From an optimization exercise on the open Yosys and OpenROAD flow, aimed at small area, a short achievable clock period and few clock cycles per item; shortcuts taken in it are not production practice.
Only simulation tests tie the RTL to the original design; equivalence was not proved.
Power and IR drop assume default switching activity.

### design/flow/design.v
module MATRIX(CLK, RESET, IN_VALID, IN, OUT_VALID, OUT);
input CLK;
input RESET;
input IN_VALID;
input [3:0] IN;
output reg OUT_VALID;
output [15:0] OUT;
reg [5:0] cnt;
reg [1:0] qa, qb, op;     
reg [2:0] ci, cj;         
reg [3:0] a [0:8];
reg [3:0] b [0:8];
reg [11:0] o;
assign OUT = {{4{o[11]}}, o};
integer n, n1;
always @(posedge CLK) begin
  if (cnt <= 6'd8 && (cnt != 6'd0 || IN_VALID)) begin
    for (n1 = 0; n1 < 8; n1 = n1 + 1) a[n1] <= a[n1+1];
    a[8] <= IN;
  end
  if (cnt >= 6'd9 && cnt <= 6'd17) begin
    for (n1 = 0; n1 < 8; n1 = n1 + 1) b[n1] <= b[n1+1];
    b[8] <= IN;
  end
end
reg f22, outmm, outas, outar, deta, detb;
always @(posedge CLK) begin
  f22 <= cnt == 6'd21;
  outmm <= cnt == 6'd21 || (cnt >= 6'd22 && cnt <= 6'd29 && opc == 2'd2);    
  outas <= cnt >= 6'd22 && cnt <= 6'd29 && !opc[1];                         
  outar <= cnt >= 6'd21 && cnt <= 6'd29;                                    
  deta <= cnt == 6'd8 || cnt == 6'd10 || cnt == 6'd12 || cnt == 6'd14 || cnt == 6'd16 || cnt == 6'd18;
  detb <= cnt == 6'd9 || cnt == 6'd11 || cnt == 6'd13 || cnt == 6'd15 || cnt == 6'd17 || cnt == 6'd19;
end
wire [1:0] opc = (cnt == 6'd22) ? IN[1:0] : op;    
wire isas = f22 ? !IN[1] : outas;                   
wire [3:0] Bc = (qb == 2'd0) ? b[0] : (qb == 2'd1) ? b[2] : (qb == 2'd2) ? b[8] : b[6];
function [2:0] rv;           
  input [2:0] x;
  rv = {x[0], x[1], x[2]};
endfunction
wire rowA = !qa[0];                        
wire revA = qa[1];                         
wire [2:0] idxA = (qa == 2'd0 || qa == 2'd3) ? ci : rv(ci);
wire rowB = qb[0];                         
wire revB = qb[0] ^ qb[1];
wire [2:0] idxB = (qb == 2'd0 || qb == 2'd1) ? cj : rv(cj);
reg [8:0] selA, selAR, selBL;
reg [2:0] alA, alB, alR;
reg [2:0] tau [0:2];
integer r, c, k, p;
always @* begin
  selA = 9'd0;
  for (r = 0; r < 3; r = r + 1)
    for (c = 0; c < 3; c = c + 1)
      selA[3*r+c] = outmm && (rowA ? idxA[r] : idxA[c]);
  if (cnt == 6'd9 || cnt == 6'd15) selA[0] = 1'b1;
  if (cnt == 6'd11 || cnt == 6'd17) selA[1] = 1'b1;
  if (cnt == 6'd13 || cnt == 6'd19) selA[2] = 1'b1;
  for (r = 0; r < 3; r = r + 1)
    for (c = 0; c < 3; c = c + 1)
      selBL[3*r+c] = rowB ? idxB[r] : idxB[c];
  for (k = 0; k < 3; k = k + 1) begin
    for (p = 0; p < 3; p = p + 1) alA[p] = idxA[(k - p + 3) % 3];    
    alB = (revA ^ revB) ? rv(alA) : alA;
    if (outas && k == 1) alB = revB ? rv(ci) : ci;
    for (p = 0; p < 3; p = p + 1)
      tau[k][p] = (idxB[0] & alB[p]) | (idxB[1] & alB[(p + 2) % 3]) | (idxB[2] & alB[(p + 1) % 3]);
  end
  alR = revA ? rv(cj) : cj;
  for (r = 0; r < 3; r = r + 1)
    for (c = 0; c < 3; c = c + 1)
      selAR[3*r+c] = outar && (rowA ? (idxA[r] && alR[c]) : (idxA[c] && alR[r]));
  case (cnt)
    6'd9:  selAR[4] = 1'b1;
    6'd10: selAR[8] = 1'b1;
    6'd11: selAR[5] = 1'b1;
    6'd12: selAR[6] = 1'b1;
    6'd13: selAR[3] = 1'b1;
    6'd14: selAR[7] = 1'b1;
    6'd15: selAR[5] = 1'b1;
    6'd16: selAR[7] = 1'b1;
    6'd17: selAR[3] = 1'b1;
    6'd18: selAR[8] = 1'b1;
    6'd19: selAR[4] = 1'b1;
    6'd20: selAR[6] = 1'b1;
    default: ;
  endcase
end
reg [3:0] At0, At1, At2, AR, Bl0, Bl1, Bl2;
always @* begin
  At0 = 4'd0; At1 = 4'd0; At2 = 4'd0; AR = 4'd0; Bl0 = 4'd0; Bl1 = 4'd0; Bl2 = 4'd0;
  for (n = 0; n < 9; n = n + 1) begin
    if ((n / 3 + n % 3) % 3 == 0) At0 = At0 | ({4{selA[n]}} & a[n]);
    if ((n / 3 + n % 3) % 3 == 1) At1 = At1 | ({4{selA[n]}} & a[n]);
    if ((n / 3 + n % 3) % 3 == 2) At2 = At2 | ({4{selA[n]}} & a[n]);
    AR = AR | ({4{selAR[n]}} & a[n]);
    if ((n / 3 + n % 3) % 3 == 0) Bl0 = Bl0 | ({4{selBL[n]}} & b[n]);
    if ((n / 3 + n % 3) % 3 == 1) Bl1 = Bl1 | ({4{selBL[n]}} & b[n]);
    if ((n / 3 + n % 3) % 3 == 2) Bl2 = Bl2 | ({4{selBL[n]}} & b[n]);
  end
end
wire [3:0] Bt0 = ({4{tau[0][0]}} & Bl0) | ({4{tau[0][1]}} & Bl1) | ({4{tau[0][2]}} & Bl2);
wire [3:0] Bt1 = ({4{tau[1][0]}} & Bl0) | ({4{tau[1][1]}} & Bl1) | ({4{tau[1][2]}} & Bl2);
wire [3:0] Bt2 = ({4{tau[2][0]}} & Bl0) | ({4{tau[2][1]}} & Bl1) | ({4{tau[2][2]}} & Bl2);
wire nx0 = cnt == 6'd15, nx1 = cnt == 6'd17, nx2 = cnt == 6'd19;
reg [3:0] X0, Y0, X1, Y1, X1D, X2, Y2;
reg dP, keep, invo, oen;
always @(posedge CLK) begin
  dP <= deta;
  keep <= (detb && cnt != 6'd10) || cnt == 6'd21;
  invo <= cnt == 6'd21;
  oen <= detb || (cnt == 6'd21 && qa[0]) || (cnt >= 6'd22 && cnt <= 6'd30 && opc != 2'd3);
end
wire [11:0] ob = ((keep ? o : 12'd0) ^ {12{invo}}) | {8'd0, dP, 3'd0};
wire c_1 = (X0[0] & Y0[0]) ^ (X1[0] & Y1[0]) ^ (X2[0] & Y2[0]);
wire c_2 = ((X0[0] & Y0[0]) & (X1[0] & Y1[0])) | ((X0[0] & Y0[0]) & (X2[0] & Y2[0])) | ((X1[0] & Y1[0]) & (X2[0] & Y2[0]));
wire c_3 = ob[0] ^ invo;
wire c_4 = ob[0] & invo;
wire c_5 = (X0[0] & Y0[1]) ^ (X0[1] & Y0[0]) ^ (X1[0] & Y1[1]);
wire c_6 = ((X0[0] & Y0[1]) & (X0[1] & Y0[0])) | ((X0[0] & Y0[1]) & (X1[0] & Y1[1])) | ((X0[1] & Y0[0]) & (X1[0] & Y1[1]));
wire c_7 = (X1[1] & Y1[0]) ^ (X2[0] & Y2[1]) ^ (X2[1] & Y2[0]);
wire c_8 = ((X1[1] & Y1[0]) & (X2[0] & Y2[1])) | ((X1[1] & Y1[0]) & (X2[1] & Y2[0])) | ((X2[0] & Y2[1]) & (X2[1] & Y2[0]));
wire c_9 = (X0[0] & Y0[2]) ^ (X0[1] & Y0[1]) ^ (X0[2] & Y0[0]);
wire c_10 = ((X0[0] & Y0[2]) & (X0[1] & Y0[1])) | ((X0[0] & Y0[2]) & (X0[2] & Y0[0])) | ((X0[1] & Y0[1]) & (X0[2] & Y0[0]));
wire c_11 = (X1[0] & Y1[2]) ^ (X1[1] & Y1[1]) ^ (X1[2] & Y1[0]);
wire c_12 = ((X1[0] & Y1[2]) & (X1[1] & Y1[1])) | ((X1[0] & Y1[2]) & (X1[2] & Y1[0])) | ((X1[1] & Y1[1]) & (X1[2] & Y1[0]));
wire c_13 = (X2[0] & Y2[2]) ^ (X2[1] & Y2[1]) ^ (X2[2] & Y2[0]);
wire c_14 = ((X2[0] & Y2[2]) & (X2[1] & Y2[1])) | ((X2[0] & Y2[2]) & (X2[2] & Y2[0])) | ((X2[1] & Y2[1]) & (X2[2] & Y2[0]));
wire c_15 = ~(X0[0] & Y0[3]) ^ (X0[1] & Y0[2]) ^ (X0[2] & Y0[1]);
wire c_16 = (~(X0[0] & Y0[3]) & (X0[1] & Y0[2])) | (~(X0[0] & Y0[3]) & (X0[2] & Y0[1])) | ((X0[1] & Y0[2]) & (X0[2] & Y0[1]));
wire c_17 = ~(X0[3] & Y0[0]) ^ ~(X1[0] & Y1[3]) ^ (X1[1] & Y1[2]);
wire c_18 = (~(X0[3] & Y0[0]) & ~(X1[0] & Y1[3])) | (~(X0[3] & Y0[0]) & (X1[1] & Y1[2])) | (~(X1[0] & Y1[3]) & (X1[1] & Y1[2]));
wire c_19 = (X1[2] & Y1[1]) ^ ~(X1[3] & Y1[0]) ^ ~(X2[0] & Y2[3]);
wire c_20 = ((X1[2] & Y1[1]) & ~(X1[3] & Y1[0])) | ((X1[2] & Y1[1]) & ~(X2[0] & Y2[3])) | (~(X1[3] & Y1[0]) & ~(X2[0] & Y2[3]));
wire c_21 = (X2[1] & Y2[2]) ^ (X2[2] & Y2[1]) ^ ~(X2[3] & Y2[0]);
wire c_22 = ((X2[1] & Y2[2]) & (X2[2] & Y2[1])) | ((X2[1] & Y2[2]) & ~(X2[3] & Y2[0])) | ((X2[2] & Y2[1]) & ~(X2[3] & Y2[0]));
wire c_23 = ~(X0[1] & Y0[3]) ^ (X0[2] & Y0[2]) ^ ~(X0[3] & Y0[1]);
wire c_24 = (~(X0[1] & Y0[3]) & (X0[2] & Y0[2])) | (~(X0[1] & Y0[3]) & ~(X0[3] & Y0[1])) | ((X0[2] & Y0[2]) & ~(X0[3] & Y0[1]));
wire c_25 = ~(X1[1] & Y1[3]) ^ (X1[2] & Y1[2]) ^ ~(X1[3] & Y1[1]);
wire c_26 = (~(X1[1] & Y1[3]) & (X1[2] & Y1[2])) | (~(X1[1] & Y1[3]) & ~(X1[3] & Y1[1])) | ((X1[2] & Y1[2]) & ~(X1[3] & Y1[1]));
wire c_27 = (X1D[0] & Y1[0]) ^ ~(X2[1] & Y2[3]) ^ (X2[2] & Y2[2]);
wire c_28 = ((X1D[0] & Y1[0]) & ~(X2[1] & Y2[3])) | ((X1D[0] & Y1[0]) & (X2[2] & Y2[2])) | (~(X2[1] & Y2[3]) & (X2[2] & Y2[2]));
wire c_29 = ~(X2[3] & Y2[1]) ^ ob[4] ^ 1'b1;
wire c_30 = (~(X2[3] & Y2[1]) & ob[4]) | (~(X2[3] & Y2[1]) & 1'b1) | (ob[4] & 1'b1);
wire c_31 = ~(X0[2] & Y0[3]) ^ ~(X0[3] & Y0[2]) ^ ~(X1[2] & Y1[3]);
wire c_32 = (~(X0[2] & Y0[3]) & ~(X0[3] & Y0[2])) | (~(X0[2] & Y0[3]) & ~(X1[2] & Y1[3])) | (~(X0[3] & Y0[2]) & ~(X1[2] & Y1[3]));
wire c_33 = ~(X1[3] & Y1[2]) ^ (X1D[0] & Y1[1]) ^ (X1D[1] & Y1[0]);
wire c_34 = (~(X1[3] & Y1[2]) & (X1D[0] & Y1[1])) | (~(X1[3] & Y1[2]) & (X1D[1] & Y1[0])) | ((X1D[0] & Y1[1]) & (X1D[1] & Y1[0]));
wire c_35 = ~(X2[2] & Y2[3]) ^ ~(X2[3] & Y2[2]) ^ ob[5];
wire c_36 = (~(X2[2] & Y2[3]) & ~(X2[3] & Y2[2])) | (~(X2[2] & Y2[3]) & ob[5]) | (~(X2[3] & Y2[2]) & ob[5]);
wire c_37 = (X0[3] & Y0[3]) ^ (X1[3] & Y1[3]) ^ (X1D[0] & Y1[2]);
wire c_38 = ((X0[3] & Y0[3]) & (X1[3] & Y1[3])) | ((X0[3] & Y0[3]) & (X1D[0] & Y1[2])) | ((X1[3] & Y1[3]) & (X1D[0] & Y1[2]));
wire c_39 = (X1D[1] & Y1[1]) ^ (X1D[2] & Y1[0]) ^ (X2[3] & Y2[3]);
wire c_40 = ((X1D[1] & Y1[1]) & (X1D[2] & Y1[0])) | ((X1D[1] & Y1[1]) & (X2[3] & Y2[3])) | ((X1D[2] & Y1[0]) & (X2[3] & Y2[3]));
wire c_41 = ~(X1D[0] & Y1[3]) ^ (X1D[1] & Y1[2]) ^ (X1D[2] & Y1[1]);
wire c_42 = (~(X1D[0] & Y1[3]) & (X1D[1] & Y1[2])) | (~(X1D[0] & Y1[3]) & (X1D[2] & Y1[1])) | ((X1D[1] & Y1[2]) & (X1D[2] & Y1[1]));
wire c_43 = ~(X1D[3] & Y1[0]) ^ ob[7] ^ 1'b1;
wire c_44 = (~(X1D[3] & Y1[0]) & ob[7]) | (~(X1D[3] & Y1[0]) & 1'b1) | (ob[7] & 1'b1);
wire c_45 = ~(X1D[1] & Y1[3]) ^ (X1D[2] & Y1[2]) ^ ~(X1D[3] & Y1[1]);
wire c_46 = (~(X1D[1] & Y1[3]) & (X1D[2] & Y1[2])) | (~(X1D[1] & Y1[3]) & ~(X1D[3] & Y1[1])) | ((X1D[2] & Y1[2]) & ~(X1D[3] & Y1[1]));
wire c_47 = ob[8] ^ 1'b1;
wire c_48 = ob[8] & 1'b1;
wire c_49 = ~(X1D[2] & Y1[3]) ^ ~(X1D[3] & Y1[2]) ^ ob[9];
wire c_50 = (~(X1D[2] & Y1[3]) & ~(X1D[3] & Y1[2])) | (~(X1D[2] & Y1[3]) & ob[9]) | (~(X1D[3] & Y1[2]) & ob[9]);
wire c_51 = (X1D[3] & Y1[3]) ^ ob[10] ^ 1'b1;
wire c_52 = ((X1D[3] & Y1[3]) & ob[10]) | ((X1D[3] & Y1[3]) & 1'b1) | (ob[10] & 1'b1);
wire c_53 = c_2 ^ c_4 ^ c_5;
wire c_54 = (c_2 & c_4) | (c_2 & c_5) | (c_4 & c_5);
wire c_55 = c_7 ^ ob[1];
wire c_56 = c_7 & ob[1];
wire c_57 = c_6 ^ c_8 ^ c_9;
wire c_58 = (c_6 & c_8) | (c_6 & c_9) | (c_8 & c_9);
wire c_59 = c_11 ^ c_13 ^ ob[2];
wire c_60 = (c_11 & c_13) | (c_11 & ob[2]) | (c_13 & ob[2]);
wire c_61 = c_10 ^ c_12 ^ c_14;
wire c_62 = (c_10 & c_12) | (c_10 & c_14) | (c_12 & c_14);
wire c_63 = c_15 ^ c_17 ^ c_19;
wire c_64 = (c_15 & c_17) | (c_15 & c_19) | (c_17 & c_19);
wire c_65 = c_21 ^ ob[3];
wire c_66 = c_21 & ob[3];
wire c_67 = c_16 ^ c_18 ^ c_20;
wire c_68 = (c_16 & c_18) | (c_16 & c_20) | (c_18 & c_20);
wire c_69 = c_22 ^ c_23 ^ c_25;
wire c_70 = (c_22 & c_23) | (c_22 & c_25) | (c_23 & c_25);
wire c_71 = c_27 ^ c_29;
wire c_72 = c_27 & c_29;
wire c_73 = c_24 ^ c_26 ^ c_28;
wire c_74 = (c_24 & c_26) | (c_24 & c_28) | (c_26 & c_28);
wire c_75 = c_30 ^ c_31 ^ c_33;
wire c_76 = (c_30 & c_31) | (c_30 & c_33) | (c_31 & c_33);
wire c_77 = c_35 ^ 1'b1;
wire c_78 = c_35 & 1'b1;
wire c_79 = c_32 ^ c_34 ^ c_36;
wire c_80 = (c_32 & c_34) | (c_32 & c_36) | (c_34 & c_36);
wire c_81 = c_37 ^ c_39 ^ ob[6];
wire c_82 = (c_37 & c_39) | (c_37 & ob[6]) | (c_39 & ob[6]);
wire c_83 = c_38 ^ c_40 ^ c_41;
wire c_84 = (c_38 & c_40) | (c_38 & c_41) | (c_40 & c_41);
wire c_85 = c_42 ^ c_44 ^ c_45;
wire c_86 = (c_42 & c_44) | (c_42 & c_45) | (c_44 & c_45);
wire c_87 = c_46 ^ c_48 ^ c_49;
wire c_88 = (c_46 & c_48) | (c_46 & c_49) | (c_48 & c_49);
wire c_89 = c_54 ^ c_56 ^ c_57;
wire c_90 = (c_54 & c_56) | (c_54 & c_57) | (c_56 & c_57);
wire c_91 = c_58 ^ c_60 ^ c_61;
wire c_92 = (c_58 & c_60) | (c_58 & c_61) | (c_60 & c_61);
wire c_93 = c_63 ^ c_65;
wire c_94 = c_63 & c_65;
wire c_95 = c_62 ^ c_64 ^ c_66;
wire c_96 = (c_62 & c_64) | (c_62 & c_66) | (c_64 & c_66);
wire c_97 = c_67 ^ c_69 ^ c_71;
wire c_98 = (c_67 & c_69) | (c_67 & c_71) | (c_69 & c_71);
wire c_99 = c_68 ^ c_70 ^ c_72;
wire c_100 = (c_68 & c_70) | (c_68 & c_72) | (c_70 & c_72);
wire c_101 = c_73 ^ c_75 ^ c_77;
wire c_102 = (c_73 & c_75) | (c_73 & c_77) | (c_75 & c_77);
wire c_103 = c_74 ^ c_76 ^ c_78;
wire c_104 = (c_74 & c_76) | (c_74 & c_78) | (c_76 & c_78);
wire c_105 = c_79 ^ c_81;
wire c_106 = c_79 & c_81;
wire c_107 = c_80 ^ c_82 ^ c_83;
wire c_108 = (c_80 & c_82) | (c_80 & c_83) | (c_82 & c_83);
wire c_109 = c_84 ^ c_85 ^ c_47;
wire c_110 = (c_84 & c_85) | (c_84 & c_47) | (c_85 & c_47);
wire c_111 = c_86 ^ c_87 ^ 1'b1;
wire c_112 = (c_86 & c_87) | (c_86 & 1'b1) | (c_87 & 1'b1);
wire c_113 = c_88 ^ c_50 ^ c_51;
wire c_114 = (c_88 & c_50) | (c_88 & c_51) | (c_50 & c_51);
wire c_115 = c_90 ^ c_91 ^ c_93;
wire c_116 = (c_90 & c_91) | (c_90 & c_93) | (c_91 & c_93);
wire c_117 = c_92 ^ c_94 ^ c_95;
wire c_118 = (c_92 & c_94) | (c_92 & c_95) | (c_94 & c_95);
wire c_119 = c_96 ^ c_98 ^ c_99;
wire c_120 = (c_96 & c_98) | (c_96 & c_99) | (c_98 & c_99);
wire c_121 = c_100 ^ c_102 ^ c_103;
wire c_122 = (c_100 & c_102) | (c_100 & c_103) | (c_102 & c_103);
wire c_123 = c_104 ^ c_106 ^ c_107;
wire c_124 = (c_104 & c_106) | (c_104 & c_107) | (c_106 & c_107);
wire c_125 = c_114 ^ c_52 ^ ob[11];
wire c_126 = (c_114 & c_52) | (c_114 & ob[11]) | (c_52 & ob[11]);
wire c_127 = c_116 ^ c_117 ^ c_97;
wire c_128 = (c_116 & c_117) | (c_116 & c_97) | (c_117 & c_97);
wire c_129 = c_118 ^ c_119 ^ c_101;
wire c_130 = (c_118 & c_119) | (c_118 & c_101) | (c_119 & c_101);
wire c_131 = c_120 ^ c_121 ^ c_105;
wire c_132 = (c_120 & c_121) | (c_120 & c_105) | (c_121 & c_105);
wire c_133 = c_122 ^ c_123 ^ c_43;
wire c_134 = (c_122 & c_123) | (c_122 & c_43) | (c_123 & c_43);
wire c_135 = c_124 ^ c_108 ^ c_109;
wire c_136 = (c_124 & c_108) | (c_124 & c_109) | (c_108 & c_109);
wire c_137 = c_136 ^ c_110 ^ c_111;
wire c_138 = (c_136 & c_110) | (c_136 & c_111) | (c_110 & c_111);
wire c_139 = c_138 ^ c_112 ^ c_113;
wire c_140 = (c_138 & c_112) | (c_138 & c_113) | (c_112 & c_113);
wire [11:0] S = {c_140,c_139,c_137,c_134,c_132,c_130,c_128,c_127,c_115,c_89,c_53,c_1} + {c_125,1'b0,1'b0,c_135,c_133,c_131,c_129,1'b0,1'b0,c_59,c_55,c_3};
always @(posedge CLK) begin
  X0 <= isas ? 4'd1 : ((At0 ^ {4{nx0}}) | {3'd0, nx2});
  Y0 <= (isas || deta) ? AR : Bt0;
  X1 <= isas ? {{3{opc[0]}}, 1'b1} : ((At1 ^ {4{nx1}}) | {3'd0, nx0});
  X1D <= {4{detb}} & S[7:4];
  X2 <= detb ? {~S[3], S[2:0]} : (isas ? 4'd0 : ((At2 ^ {4{nx2}}) | {3'd0, nx1}));
  Y1 <= (deta || detb) ? AR : ((f22 && !IN[1]) ? Bc : Bt1);
  Y2 <= (deta || detb) ? AR : Bt2;
  if (oen) o <= S;
  if (cnt == 6'd18) qa <= IN[1:0];
  if (cnt == 6'd19) qa[1] <= qa[1] ^ (qa[0] & IN[0]);
  if (cnt == 6'd20) qb <= IN[1:0];
  if (cnt == 6'd21) qb[1] <= qb[1] ^ (qb[0] & IN[0]);
  if (cnt == 6'd22) op <= IN[1:0];
  if (cnt <= 6'd21) begin
    ci <= 3'b001; cj <= 3'b001;
  end else begin
    cj <= {cj[1:0], cj[2]};
    if (cj[2]) ci <= {ci[1:0], ci[2]};
  end
  if (RESET) begin
    cnt <= 6'd0;
    OUT_VALID <= 1'b0;
  end else begin
    if (cnt == 6'd0) cnt <= {5'd0, IN_VALID};
    else if (cnt == ((op == 2'd3) ? 6'd31 : 6'd32)) cnt <= 6'd0;
    else cnt <= cnt + 6'd1;
    OUT_VALID <= (cnt == 6'd22 && IN[1:0] == 2'd3) || (op == 2'd3 && cnt >= 6'd23 && cnt <= 6'd30) ||
                 (op != 2'd3 && cnt >= 6'd23 && cnt <= 6'd31);
  end
end
endmodule
### design/flow/flow/run.sh
#!/bin/bash
set -euo pipefail
bash standard.sh SETUP_SLACK_MARGIN=7 finish > standard.log 2>&1
### design/flow/standard.sh
#!/bin/bash
# synth_recipe.tcl (not shown) runs the flow's synth.tcl, then flattens the netlist and writes it again
# the make line also repeats each setting of config.mk as NAME=value (left out here)
make -C /OpenROAD-flow-scripts/flow DESIGN_CONFIG=/design/flow/config.mk WORK_HOME=/design/flow/orfs CLKGATE_MAP_FILE= SYNTH_SCRIPT=/design/flow/synth_recipe.tcl "${@:-finish}"
### design/flow/config.mk
export PLATFORM = sky130hd
export DESIGN_NAME = MATRIX
export DESIGN_NICKNAME = MATRIX
export VERILOG_FILES = /design/flow/design.v
export SDC_FILE = /design/flow/constraint.sdc
export NUM_CORES = 4
export LEC_CHECK = 0
export CAP_MARGIN = 20
export CORE_MARGIN = 2
export CORE_UTILIZATION = 40
export SETUP_SLACK_MARGIN = 5
export SLEW_MARGIN = 20
### design/flow/constraint.sdc
create_clock -name core_clock -period 10.0 [get_ports {CLK}]
set_input_delay 2.0000 -clock core_clock [delete_from_list [all_inputs] [get_ports {CLK}]]
set_output_delay 2.0000 -clock core_clock [all_outputs]
set_load 0.01 [all_outputs]
==> results_dict.tcl, run 1 <==
set metrics [dict create \
    critPathTopFamily "adder cells" \
    yosysSeqAreaShare_pct 39.6 \
    finalNonFillerCells 1274 \
    ys_types 66 \
    relSlewSlack_pct 32.5 \
    antennaDiodeCount 0 \
    maxSlewViolCount 0 \
    path_clk_slew_ns 0.07 \
    io_pins 24 \
    synth.area.top_cells "edfxtp_1 28%, fa_1 12%, dfxtp_1 11%" \
    worst_setup_path_start_kind "flip-flop" \
    antenna_found_initial 0 \
    holdWs_ns 0.418 \
    period_share_pct 42.2 \
    synth_fp_nets 1012 \
    ir_worst_vdd_mv 0.107 \
    cts_tree "built" \
    grt_usage_pct 21.0 \
    die-area_sq_um 24500 \
    clock_sinks 140 \
    rsz0062_at_grt "yes" \
    worstSetupPathType "reg2reg" \
    timing.setup.tns_ns 0 \
    yosys_warnings 4 \
    hold_violations 0 \
    clock_path_buffers 2 \
    fillCellCount 2134 \
    p_leak_nw 4.29 \
    worst_slew_pin_slew_ns 1.01 \
    yosysMostFrequentCell "nand2_1" \
    die_w_microns 157 \
    synth_ff_type "edfxtp_1" \
    power_density_nw_per_um2 127 \
    synthTopCellsByCount "98 x nand2_1, 92 x inv_1, 88 x edfxtp_1" \
    crit_path_max_fanout 4 \
    cts_buffers 17 \
    synthArstFlopShare_pct 0 \
    ant_nets 0 \
    fin_nets 1038 \
    drive_gt1_share_pct 19.1 \
    synth_top_area_cell "edfxtp_1" \
    worst_clock_skew_ns 0.0131 \
    grt_pass1_wl_microns 39100 \
    fmax_ghz 0.237 \
    placedCellCount 1215 \
    fin_crit_ns 4.22 \
    synthCells 922 \
    clkLatencyLatePin_ns 0.43 \
    synth-seq-cells 140 \
    worst_setup_path_end_kind "flip-flop" \
    status "finished clean" \
    coreArea_sq_um 22800 \
    rows 55 \
    syn_area_sq_um 9310 \
    multi_input_comb_area_sq_um 5330 \
    path_cells "and2_4 -> fa_1 -> fa_2 -> inv_2 -> fa_1 -> fa_1 -> inv_1 -> fa_1 -> ha_4 -> nor4bb_4 -> o21a_1 -> buf_4 -> buf_6 -> nor2_4 -> xnor2_2 -> and2_1" \
    synth_area_per_cell_sq_um 10.1 \
    required_ns 10.32 \
    drc 0 \
    area_delta_synth_final_pct 17.4 \
    start_util_pct 40.9 \
    holdBufCountCts 0 \
    setup_violations 0 \
    grt_max_degree 37 \
    routed_wl_microns 24800 \
    hp-class "reg2reg" \
    dr.first_iter.drc_count 822 \
    crit_path_frequent_cell "fa_1" \
    cts_max_level 4 \
    slowest_delay_ns 0.52 \
    port_buffers 23 \
    cp_slowest_cell "fa_1" \
    overflow 0 \
    wl_per_cell_microns 19.5 \
    synth-edff-count 88 \
    via_per_inst 5.56 \
    path_buf_inv 4 \
    setup_ws_ns 5.78 \
    chipHeight_microns 157 \
    cp.arrival_ns 4.54 \
    grt_pass1_vias 7069 \
    vias 7085 \
    pre_cts_slack_ns 5.55 \
    firstDrtPassIters 8 \
    gp_congestion 0.935 \
    place_hpwl_microns 17700 \
    cts.root.buffer_cell "clkbuf_16" \
    regArea_sq_um 3730 \
    maxCapViolCount 0 \
    synth.top_cell.area_share_pct 28.4 \
]
==> power by group <==
part / internal, W / switching (W) / total, W
Sequential: 0.000651 / 0.0000315 / 0.000682
Combinational: 0.0000245 / 0.0000311 / 0.0000556
Clock: 0.000340 / 0.000307 / 0.000647
Total: 0.00102 / 0.000370 / 0.00138
==> what timing repair did <==
action	in CTS	in global routing
cloned	1	0
hold endpoints to repair	0	0
setup endpoints to repair	87	46
pin swaps	12	19
gates resized for setup	119	34
buffers inserted	18	7
==> cell families after synthesis <==
logic type,share of synthesized area [%]
adder cells (fa/ha/maj),15.8
flip-flops,39.6
AND/OR/NAND/NOR,15.5
multiplexers,4.25
AO/OA/AOI/OAI,14.1
XOR/XNOR,4.58
buffers and inverters,6.21
==> placed cells by master, fill, tap and decap left out, types with 15 or more instances in the layout <==
| cell type | instances |
|---|---|
| a21oi_1 | 25 |
| a222oi_1 | 15 |
| and2_1 | 40 |
| buf_4 | 22 |
| buf_6 | 15 |
| clkbuf_16 | 17 |
| dfxtp_1 | 31 |
| edfxtp_1 | 88 |
| fa_1 | 43 |
| fa_2 | 15 |
| ha_1 | 21 |
| inv_1 | 85 |
| mux2_2 | 16 |
| mux2i_1 | 19 |
| nand2_1 | 96 |
| nand3_1 | 22 |
| nor2_1 | 41 |
| o21ai_0 | 46 |
| xnor2_1 | 27 |
| xor2_1 | 16 |
==> final timing paths <==
check,startpoint,slack [ns],cells past startpoint,to
worst max-delay path,X0[2],5.78,16,X1D[3]
worst min-delay path,deta,0.42,0,dP
worst max register to register,X0[2],5.78,16,X1D[3]
worst min register to register,deta,0.42,0,dP
==> metrics by stage <==
step	util [%]	area [sq um]	total power, W
floorplan	-	9470	0.000712
global placement	43.4	9890	0.000740
detailed placement	43.4	9890	0.000740
CTS	47.1	10700	0.00140
global route	48.0	10900	0.00142
finish	48.0	10900	0.00139
==> sequential cells by signal, summed over array words and instances, names as in the netlist, 3 cells and up <==
name / flops
a: 36
b: 36
o: 12
cnt: 6
X0: 4
X1D: 4
X1: 4
X2: 4
Y0: 4
Y1: 4
Y2: 4
ci: 3
cj: 3
==> cell type report <==
cell class | count | share of cell area [%]
clock inverter | 15 | 1.73
sequential | 140 | 34.1
multi-input combinational | 641 | 48.8
tap | 313 | 3.58
inverter | 93 | 3.19
timing repair buffer | 55 | 4.70
clock buffer | 17 | 3.89
==> metal layers <==
metal	track usage, %	up-vias	share of wire, %
li1	-	3301	-
met1	28.3	3476	45
met2	34.4	267	48
met3	3.93	41	5.6
met4	6.20	0	2.2
met5	0	-	0
Testbench counts, summed over its fixed seeds: cycles 52,408, items 1,600.
==> inputs of run 2 (changes only) <==
==> design/flow/run.sh (new file) <==
#!/bin/bash
# synth_recipe.tcl (not shown) runs the flow's synth.tcl, then flattens the netlist and writes it again
# the make line also repeats each setting of config.mk as NAME=value (left out here)
make -C /OpenROAD-flow-scripts/flow DESIGN_CONFIG=/design/flow/config.mk WORK_HOME=/design/flow/orfs CLKGATE_MAP_FILE= SYNTH_SCRIPT=/design/flow/synth_recipe.tcl finish
removed: design/flow/flow/run.sh
removed: design/flow/standard.sh
==> run 2 against run 1 <==
  * Cell count down 2.2%
  * Die area is the same
  * Sequential share of layout area grew 1.3 points
  * Clock skew fell by 0.0026 ns
  * Sequential power about the same
  * Critical endpoint is now o[11]
  * Non-clock buffer count down 28
==> results_dict.tcl, run 2 <==
set metrics [dict create \
    status "finished clean" \
    worst_clock_skew_ns 0.0104 \
    rows 55 \
    final_cell_mix "98 x nand2_1, 92 x inv_1, 88 x edfxtp_1, 58 x fa_1, 52 x dfxtp_1" \
    worst_setup_path_end_kind "flip-flop" \
    fin_nets 1010 \
    area_delta_synth_final_pct 11.6 \
    final_util_pct 45.6 \
    fin_crit_ns 4.52 \
    port_buffers 23 \
    yosysSeqAreaShare_pct 39.6 \
    cts_tree "built" \
    grt_max_degree 37 \
    use_met1_pct 27.9 \
    relSlewSlack_pct 33.0 \
    busiest_layer "met2" \
    cp.arrival_ns 4.71 \
    syn_area_sq_um 9310 \
    vias 6834 \
    synthTopCellsByCount "98 x nand2_1, 92 x inv_1, 88 x edfxtp_1" \
    post_cts_buffers 0 \
    synth_ff_type "edfxtp_1" \
    wl_per_cell_microns 18.8 \
    ant_nets 0 \
    fillCellCount 2148 \
    start_util_pct 40.9 \
    dr.first_iter.drc_count 790 \
    synth.area.top_cells "edfxtp_1 28%, fa_1 12%, dfxtp_1 11%" \
    antennaDiodeCount 0 \
    path_cells "xor2_1 -> fa_1 -> inv_1 -> fa_1 -> fa_1 -> fa_1 -> inv_1 -> fa_1 -> inv_1 -> fa_1 -> inv_1 -> fa_1 -> xnor2_1 -> xnor2_1 -> xnor2_1 -> xnor2_1" \
    crit_path_frequent_cell "fa_1" \
    maxSlewViolCount 0 \
    clock_path_buffers 2 \
    synth_top_area_cell "edfxtp_1" \
    hp-class "reg2reg" \
    grt_pass1_vias 6638 \
    synth.top_cell.area_share_pct 28.4 \
    firstDrtPassIters 8 \
    path_clk_slew_ns 0.07 \
    synthCells 922 \
    cts_resized 0 \
    slowest_delay_ns 0.89 \
    synthArstFlopShare_pct 0 \
    worst_slew_pin_slew_ns 1.00 \
    via_per_inst 5.48 \
    cts_max_level 4 \
    hold_violations 0 \
    synth_fp_nets 1012 \
    regArea_sq_um 3680 \
    drive_gt1_share_pct 6.97 \
    synth-edff-count 88 \
    antenna_found_initial 0 \
    p_leak_nw 4.01 \
    grt_usage_pct 20.1 \
    coreArea_sq_um 22800 \
    period_share_pct 45.2 \
    chipHeight_microns 157 \
    crit_path_max_fanout 16 \
    rsz0062_at_grt "no" \
    multi_input_comb_area_sq_um 5080 \
    drc 0 \
    grt_pass1_wl_microns 37300 \
    required_ns 10.18 \
    routed_wl_microns 23400 \
    top_regs "a (36), b (36), o (12)" \
    yosysMostFrequentCell "nand2_1" \
    timing.setup.tns_ns 0 \
    cts_buffers 17 \
    worst_setup_path_start_kind "flip-flop" \
    layout_commonest_cell "nand2_1" \
    power_density_nw_per_um2 133 \
    io_pins 24 \
    groute.layer.met2.usage_pct 31.6 \
    clock_sinks 140 \
    fmax_ghz 0.221 \
    holdBufCountCts 0 \
    die_w_microns 157 \
    cts.root.buffer_cell "clkbuf_16" \
    placedCellCount 1213 \
    synth_area_per_cell_sq_um 10.1 \
    ys_types 66 \
    cp_slowest_cell "dfxtp_1" \
    clkLatencyLatePin_ns 0.43 \
    grt_util_met3_pct 3.63 \
    ir_worst_vdd_mv 0.104 \
    maxCapViolCount 0 \
    yosys_warnings 4 \
    gp_congestion 0.939 \
    place_hpwl_microns 17500 \
    finalNonFillerCells 1246 \
    overflow 0 \
    synth-seq-cells 140 \
    worstSetupPathType "reg2reg" \
    die-area_sq_um 24500 \
    setup_violations 0 \
]
-- run 2: changes by cell type in the layout (fill, tap and decap cells not counted), moves of 5 or more --
cell | before | now
dfxtp_2 | 13 | 0
fa_1 | 43 | 58
and2_1 | 40 | 45
dfxtp_4 | 8 | 0
fa_2 | 15 | 0
and2_4 | 5 | 0
inv_2 | 8 | 1
buf_6 | 15 | 0
clkdlybuf4s50_1 | 3 | 23
buf_2 | 9 | 0
inv_1 | 85 | 92
dfxtp_1 | 31 | 52
clkinv_8 | 6 | 0
buf_4 | 22 | 3
-- run 2: critical path, delay by kind of cell (launching register included) --
family                     cells  cell delay (ns)
xor gates and xnor gates       5             0.83
DFF                            1             0.89
buffers and inverters          4             0.24
adders and majority gates      7             2.31
-- run 2: cell families after synthesis --
group | after synthesis | share of synthesized area [%]
muxes | 37 | 4.25
xor gates and xnor gates | 47 | 4.58
and+or+nand+nor | 284 | 15.5
DFF | 140 | 39.6
buffers and inverters | 141 | 6.21
adders and majority gates | 83 | 15.8
AOI/OAI and AO/OA | 190 | 14.1
-- run 2: layer usage --
layer	vias up	wire length, microns
met4	0	561
met1	3308	10600
met5	-	0
li1	3238	-
met3	33	1300
met2	255	11000
-- run 2: layout make-up --
cell class              instances  share of cell area [%]
multi-input cells             641                    48.9
flip-flops and latches        140                    35.5
inverters                      93                    3.36
clock buffers                  17                    4.10
well taps                     313                    3.77
clock inverters                15                    1.71
repair buffers                 27                    2.70
-- run 2: power by group --
| part | internal (W) | switching (W) | total, W |
|---|---|---|---|
| logic | 0.0000162 | 0.0000280 | 0.0000442 |
| registers | 0.000653 | 0.0000296 | 0.000683 |
| clock network | 0.000378 | 0.000278 | 0.000656 |
| total | 0.00105 | 0.000336 | 0.00138 |
-- run 2: path summary, 6_finish.rpt --
kind	from	slack (ns)	endpoint	cells past startpoint
worst min register to register	deta	0.38	dP	0
worst min-delay path	deta	0.38	dP	0
worst max register to register	f22	5.48	o[11]	16
worst max-delay path	f22	5.48	o[11]	16
-- run 2: per-stage QoR --
step	setup WS (ns)	cell area [sq um]	hold WS, ns	total power, W
floorplan	5.14	9320	0.352	0.000711
global placement	5.45	9760	0.364	0.000739
detailed placement	5.43	9760	0.363	0.000739
finish	5.48	10400	0.378	0.00138
global route	5.14	10400	0.388	0.00143
CTS	5.44	10400	0.376	0.00139
==> inputs of run 3 (changes only) <==
==> design/flow/flow/run.sh (new file) <==
#!/bin/bash
set -euo pipefail
bash standard.sh SETUP_SLACK_MARGIN=6 finish > standard.log 2>&1
==> design/flow/standard.sh (new file) <==
#!/bin/bash
# synth_recipe.tcl (not shown) runs the flow's synth.tcl, then flattens the netlist and writes it again
# the make line also repeats each setting of config.mk as NAME=value (left out here)
make -C /OpenROAD-flow-scripts/flow DESIGN_CONFIG=/design/flow/config.mk WORK_HOME=/design/flow/orfs CLKGATE_MAP_FILE= SYNTH_SCRIPT=/design/flow/synth_recipe.tcl "${@:-finish}"
--- a/design/flow/config.mk
+++ b/design/flow/config.mk
@@ -6,4 +6,5 @@
 export NUM_CORES = 4
 export LEC_CHECK = 0
+export ABC_AREA = 1
 export CAP_MARGIN = 20
 export CORE_MARGIN = 2
removed: design/flow/run.sh
==> run 3 against run 2 <==
  * Worst hold slack improved by 0.019 ns
  * Largest power group unchanged
  * Sequential share of layout area fell by 0.53 points
  * Synthesized cell count grew 20%
  * Die area fell by 1.3%
  * Design area is 2.8% higher
  * Wire length grew 2.5%
  * Setup slack gained 0.22 ns
  * Register-to-register slack better by 0.22 ns
  * Flip-flop and latch count unchanged
  * Non-clock buffer count is 15 higher
  * Sequential power about the same
==> results_dict.tcl, run 3 <==
set metrics [dict create \
    grt_pass1_wl_microns 38500 \
    synth_top_area_cell "edfxtp_1" \
    min-delay-start "deta" \
    power_density_nw_per_um2 128 \
    synthArstFlopShare_pct 0 \
    antenna_found_initial 0 \
    yosysMostFrequentCell "nand2_1" \
    cts_max_level 4 \
    synth-xor-area-share_pct 2.67 \
    ys_types 45 \
    crit_path_max_fanout 5 \
    via_per_inst 5.01 \
    period_share_pct 43.1 \
    synth_ff_type "edfxtp_1" \
    wl_per_cell_microns 16.6 \
    maxSlewViolCount 0 \
    vias 7237 \
    placed_area_sq_um 9750 \
    clock_path_buffers 2 \
    synth_simple_gate_area_share_pct 25.5 \
    required_ns 10.18 \
    overflow 0 \
    synth.top_cell.area_share_pct 28.8 \
    place_hpwl_microns 18600 \
    synth_top_family_by_area "simple AND/OR/NAND/NOR gates" \
    regArea_sq_um 3730 \
    worst_slew_pin_slew_ns 1.03 \
    synthCells 1108 \
    synth_mux_area_share_pct 0.436 \
    chipHeight_microns 156 \
    synth.area.top_cells "edfxtp_1 29%, nand2_1 15%, fa_1 13%" \
    reg2reg_slack_ns 5.69 \
    crit_start "X1[3]" \
    cp.arrival_ns 4.49 \
    ir_worst_vdd_mv 0.0947 \
    worstHoldEndpoint "dP" \
    fillCellCount 2189 \
    top_regs "a (36), b (36), o (12)" \
    coreArea_sq_um 22600 \
    syn_area_sq_um 9190 \
    routed_wl_microns 24000 \
    synth-seq-cells 140 \
    holdBufCountCts 0 \
    fin_crit_ns 4.31 \
    worstSetupPathType "reg2reg" \
    worst_clock_skew_ns 0.0130 \
    maxCapViolCount 0 \
    hold_violations 0 \
    final_util_pct 47.3 \
    clock_sinks 140 \
    ant_nets 0 \
    synth_fp_nets 1198 \
    io_pins 24 \
    yosysSeqAreaShare_pct 40.1 \
    grt_pass1_vias 7302 \
    synth-edff-count 88 \
    min_path_cells 0 \
    status "finished clean" \
    drive_gt1_share_pct 13.8 \
    die-area_sq_um 24200 \
    gp_congestion 0.939 \
    fin_area_sq_um 10700 \
    cts.root.buffer_cell "clkbuf_16" \
    timing.setup.tns_ns 0 \
    rr_endpoint "o[9]" \
    area_delta_synth_final_pct 16.2 \
    cts_buffers 17 \
    antennaDiodeCount 0 \
    start_util_pct 40.7 \
    p_leak_nw 5.00 \
    port_buffers 23 \
    layout_commonest_cell "nand2_1" \
    hp-class "reg2reg" \
    drc 0 \
    setup_violations 0 \
    synth_area_per_cell_sq_um 8.29 \
    synth_compound_area_share_pct 6.27 \
    synthTopCellsByCount "378 x nand2_1, 175 x inv_1, 88 x edfxtp_1" \
    synthAdderAreaFrac_pct 16.0 \
    yosys_warnings 4 \
    rows 55 \
    fin_nets 1237 \
    fmax_ghz 0.232 \
    clkLatencyLatePin_ns 0.43 \
    path_clk_slew_ns 0.07 \
    grt_max_degree 37 \
    firstDrtPassIters 5 \
    die_w_microns 156 \
    rsz0062_at_grt "yes" \
    grt_usage_pct 20.6 \
    dr.first_iter.drc_count 571 \
    cts_tree "built" \
    final_cell_mix "371 x nand2_1, 165 x inv_1, 88 x edfxtp_1, 72 x nand3_1, 45 x fa_1" \
    worst_setup_path_end_kind "flip-flop" \
    worst_setup_path_start_kind "flip-flop" \
    relSlewSlack_pct 30.9 \
    worst_r2r_startpoint "X1[3]" \
    multi_input_comb_area_sq_um 4890 \
    ff2ff_path_depth 17 \
]
[run 3: logic make-up (layout without fill, tap and decap cells)]
family | after synthesis | after routing
simple gates | 541 | 541
buf+inv | 210 | 262
flops | 140 | 140
compound gates | 102 | 102
fa+ha+maj | 83 | 83
xor+xnor | 28 | 28
mux | 4 | 4
[run 3: per-layer routing]
metal	up-vias	GRT usage (%)	part of all wire (%)
li1	3573	-	-
met2	170	33.8	47
met3	49	3.81	4.2
met1	3445	27.2	46
met4	0	7.73	3.4
met5	-	0	0
[run 3: what timing repair did]
action / CTS / global route
hold endpoints to repair: 0 / 0
buffers inserted: 8 / 8
endpoints found under the setup margin: 10 / 10
pin swaps: 11 / 15
gates cloned: 0 / 0
gates resized for setup: 35 / 33
[run 3: where the power goes]
group | switching (W) | internal (W) | leakage (nW)
registers | 0.0000296 | 0.000651 | 1.26
clock network | 0.000290 | 0.000358 | 0.292
logic | 0.0000251 | 0.00000977 | 3.44
total | 0.000344 | 0.00102 | 5.00
[run 3: worst max path at each step]
stage / endpoint / depth (start not counted)
after CTS: o[11] / 15
after global placement: o[11] / 16
after global routing: o[9] / 18
final: o[9] / 17
after floorplan: o[11] / 18
after detailed placement: o[11] / 16
[run 3: worst max-delay path: stages (launching register included)]
cell and delay (ns):
dfxtp_2 0.37, nand2_1 0.09, fa_1 0.53, inv_1 0.06
fa_2 0.52, inv_1 0.05, fa_1 0.34, inv_1 0.08
fa_1 0.42, fa_1 0.49, inv_1 0.06, ha_4 0.26
a21oi_4 0.16, o21ai_2 0.09, a21oi_2 0.16, o31ai_4 0.10
buf_4 0.14, xor2_1 0.14
[run 3: area by class of cell]
type | instances | area share [%]
Multi-Input combinational cell | 758 | 45.8
Clock buffer | 17 | 3.99
Sequential cell | 140 | 34.9
Timing Repair Buffer | 42 | 3.72
Tap cell | 285 | 3.34
Inverter | 188 | 6.66
Clock inverter | 15 | 1.61
[run 3: through the flow]
step | cells | setup slack (ns) | total power, W | hold WS (ns)
after detailed placement | 1396 | 5.22 | 0.000730 | 0.372
final | 1445 | 5.69 | 0.00136 | 0.397
after floorplan | 1108 | 5.82 | 0.000703 | 0.352
after global routing | 1445 | 5.53 | 0.00141 | 0.400
after global placement | 1396 | 5.33 | 0.000731 | 0.358
after CTS | 1436 | 5.71 | 0.00137 | 0.392
==> inputs of run 4 (changes only) <==
--- a/design/flow/config.mk
+++ b/design/flow/config.mk
@@ -6,5 +6,4 @@
 export NUM_CORES = 4
 export LEC_CHECK = 0
-export ABC_AREA = 1
 export CAP_MARGIN = 20
 export CORE_MARGIN = 2
==> run 4 against run 3 <==
  * Area after synthesis increased by 1.4%
  * Via count decreased by 4.2%
  * First-iteration DRC count increased by 22%
  * Wire length increased by 1.3%
  * Sequential share of layout area decreased by 0.098 points
  * Still clean
  * Clock skew decreased by 0.0010 ns
  * Register-to-register slack improved by 0.12 ns
  * Flip-flop and latch count unchanged
  * Die area increased by 1.3%
==> results_dict.tcl, run 4 <==
set metrics [dict create \
    status "finished clean" \
    synthAdderAreaFrac_pct 15.8 \
    crit_path_max_fanout 8 \
    area_delta_synth_final_pct 14.7 \
    antenna_found_initial 0 \
    period_share_pct 41.9 \
    final_cell_mix "96 x nand2_1, 88 x edfxtp_1, 85 x inv_1, 48 x fa_1, 47 x o21ai_0" \
    cts.root.buffer_cell "clkbuf_16" \
    timing.setup.tns_ns 0 \
    die-area_sq_um 24500 \
    ir_worst_vdd_mv 0.109 \
    worst_setup_path_end_kind "flip-flop" \
    gp_congestion 0.915 \
    cts_max_level 4 \
    finalNonFillerCells 1253 \
    hold_violations 0 \
    synth_mux_area_share_pct 4.25 \
    yosysSeqAreaShare_pct 39.6 \
    grt_usage_pct 20.6 \
    maxSlewViolCount 0 \
    cp.arrival_ns 4.36 \
    synth_compound_area_share_pct 14.1 \
    synthArstFlopShare_pct 0 \
    synth.area.top_cells "edfxtp_1 28%, fa_1 12%, dfxtp_1 11%" \
    synth_simple_gate_area_share_pct 15.5 \
    synth-seq-cells 140 \
    drc 0 \
    grt_pass1_vias 6936 \
    dr.first_iter.drc_count 698 \
    required_ns 10.17 \
    firstDrtPassIters 8 \
    chipHeight_microns 157 \
    fmax_ghz 0.239 \
    syn_area_sq_um 9310 \
    cts_tree "built" \
    routed_wl_microns 24300 \
    synth_top_area_cell "edfxtp_1" \
    hp-class "reg2reg" \
    worstSetupPathType "reg2reg" \
    place_hpwl_microns 17700 \
    total_power_w 0.00140 \
    overflow 0 \
    worst_setup_path_start_kind "flip-flop" \
    power_density_nw_per_um2 131 \
    synth_fp_nets 1012 \
    top_regs "a (36), b (36), o (12)" \
    synth_ff_type "edfxtp_1" \
    maxCapViolCount 0 \
    synth.top_cell.area_share_pct 28.4 \
    port_buffers 23 \
    synth-edff-count 88 \
    synth_top_family_by_area "adder cells" \
    wl_per_cell_microns 19.4 \
    relSlewSlack_pct 31.5 \
    ys_types 66 \
    grt_pass1_wl_microns 38500 \
    antennaDiodeCount 0 \
    fin_crit_ns 4.19 \
    coreArea_sq_um 22800 \
    via_per_inst 5.53 \
    clkLatencyLatePin_ns 0.44 \
    drive_gt1_share_pct 14.3 \
    ant_nets 0 \
    vias 6935 \
    clock_path_buffers 2 \
    setup_ws_ns 5.81 \
    yosysMostFrequentCell "nand2_1" \
    start_util_pct 40.9 \
    placedCellCount 1214 \
    grt_max_degree 37 \
    holdWs_ns 0.373 \
    holdBufCountCts 0 \
    synthCells 922 \
    p_leak_nw 4.13 \
    die_w_microns 157 \
    cts_buffers 17 \
    synthTopCellsByCount "98 x nand2_1, 92 x inv_1, 88 x edfxtp_1" \
    rsz0062_at_grt "yes" \
    worst_clock_skew_ns 0.0120 \
    path_clk_slew_ns 0.07 \
    pre_cts_slack_ns 5.51 \
    setup_violations 0 \
    layout_commonest_cell "nand2_1" \
    clock_sinks 140 \
    io_pins 24 \
    rows 55 \
    synth-xor-area-share_pct 4.58 \
    synth_area_per_cell_sq_um 10.1 \
    yosys_warnings 4 \
    fillCellCount 2138 \
    worst_slew_pin_slew_ns 1.03 \
    fin_nets 1017 \
]
## run 4: routing by layer
layer	share of wire (%)	track usage, %	vias up	wire length [microns]
li1	-	-	3252	-
met1	45	28.3	3401	11000
met2	47	32.7	241	11500
met3	5.3	3.71	41	1290
met4	2.3	7.25	0	556
met5	0	0	-	0
## run 4: area by class of cell
class / count / area (sq um) / share of cell area (%)
Multi-Input combinational cell: 641 / 5260 / 49.2
Sequential cell: 140 / 3720 / 34.8
Tap cell: 313 / 392 / 3.67
Inverter: 93 / 349 / 3.27
Clock buffer: 17 / 425 / 3.98
Timing Repair Buffer: 34 / 340 / 3.19
Clock inverter: 15 / 199 / 1.86
## run 4: final timing paths
check / endpoint / startpoint / depth (start not counted) / slack [ns]
worst max-delay path: o[9] / Y1[2] / 15 / 5.81
worst min-delay path: dP / deta / 0 / 0.37
worst max register to register: o[9] / Y1[2] / 15 / 5.81
worst min register to register: dP / deta / 0 / 0.37
## run 4: through the flow
stage	utilization (%)	instance area [sq um]
3_3_place_gp	43.2	9840
5_1_grt	46.9	10700
3_5_place_dp	43.2	9840
2_1_floorplan	-	9420
4_1_cts	46.5	10600
6_report	46.9	10700
## run 4: cell families after synthesis
group           Yosys count
compound gates          190
fa+ha+maj                83
xor+xnor                 47
mux                      37
flops                   140
buf+inv                 141
simple gates            284
## run 4: power breakdown
part	switching [W]	leakage [nW]	internal, W
Clock	0.000292	0.305	0.000383
Combinational	0.0000278	2.56	0.0000162
Sequential	0.0000310	1.26	0.000652
Total	0.000350	4.13	0.00105
## run 4: critical path, cell delays in order (launching register included)
cell      delay, ns
dfxtp_4        0.37
and2_4         0.16
fa_1           0.49
inv_1          0.05
fa_1           0.47
inv_1          0.05
fa_1           0.45
fa_2           0.54
inv_2          0.04
fa_1           0.48
inv_2          0.04
ha_4           0.28
nand4_1        0.10
nand4b_1       0.15
a21oi_2        0.09
xnor2_2        0.16
## run 4: what timing repair did
item	in CTS	in global routing
resized for setup	26	25
setup buffers	4	2
hold endpoints to repair	0	0
pin swaps	16	8
endpoints found under the setup margin	8	9

==> separate check: timing with driven ports <==
The flow's constraints put no driver on any port. The routed layouts listed below were extracted and timed again, unchanged, in two steps.
Step 1 (the two cells are an assumption about what drives the block):
set clk [get_ports {CLK}]
set_driving_cell -lib_cell sky130_fd_sc_hd__clkbuf_16 $clk
set_driving_cell -lib_cell sky130_fd_sc_hd__buf_2 [delete_from_list [all_inputs] $clk]
Step 2 times the ports against the registers' clock, not the clock port: input delays grow and output delays shrink by t, the midpoint of the rising clock arrivals with the driver on.
Slacks: ideal ports / drivers / drivers and shift; pairs: ideal ports / drivers.
run	t (ns)	setup WS [ns]	worst register clock-pin slew, ns	worst data-port slew with drivers (ns)	cell pins on the clock port's net
run 1	0.469	5.780 / 5.780 / 5.780	0.07 / 0.07	0.03	1
run 2	0.474	5.475 / 5.475 / 5.475	0.07 / 0.07	0.03	1
run 3	0.471	5.692 / 5.692 / 5.692	0.07 / 0.07	0.03	1
run 4	0.471	5.813 / 5.813 / 5.734	0.07 / 0.07	0.03	1
After both steps setup and hold are still met in every run listed. The setup slack of run 4, which loses most, moves by 0.000 ns with the drivers and by -0.079 ns with both steps.
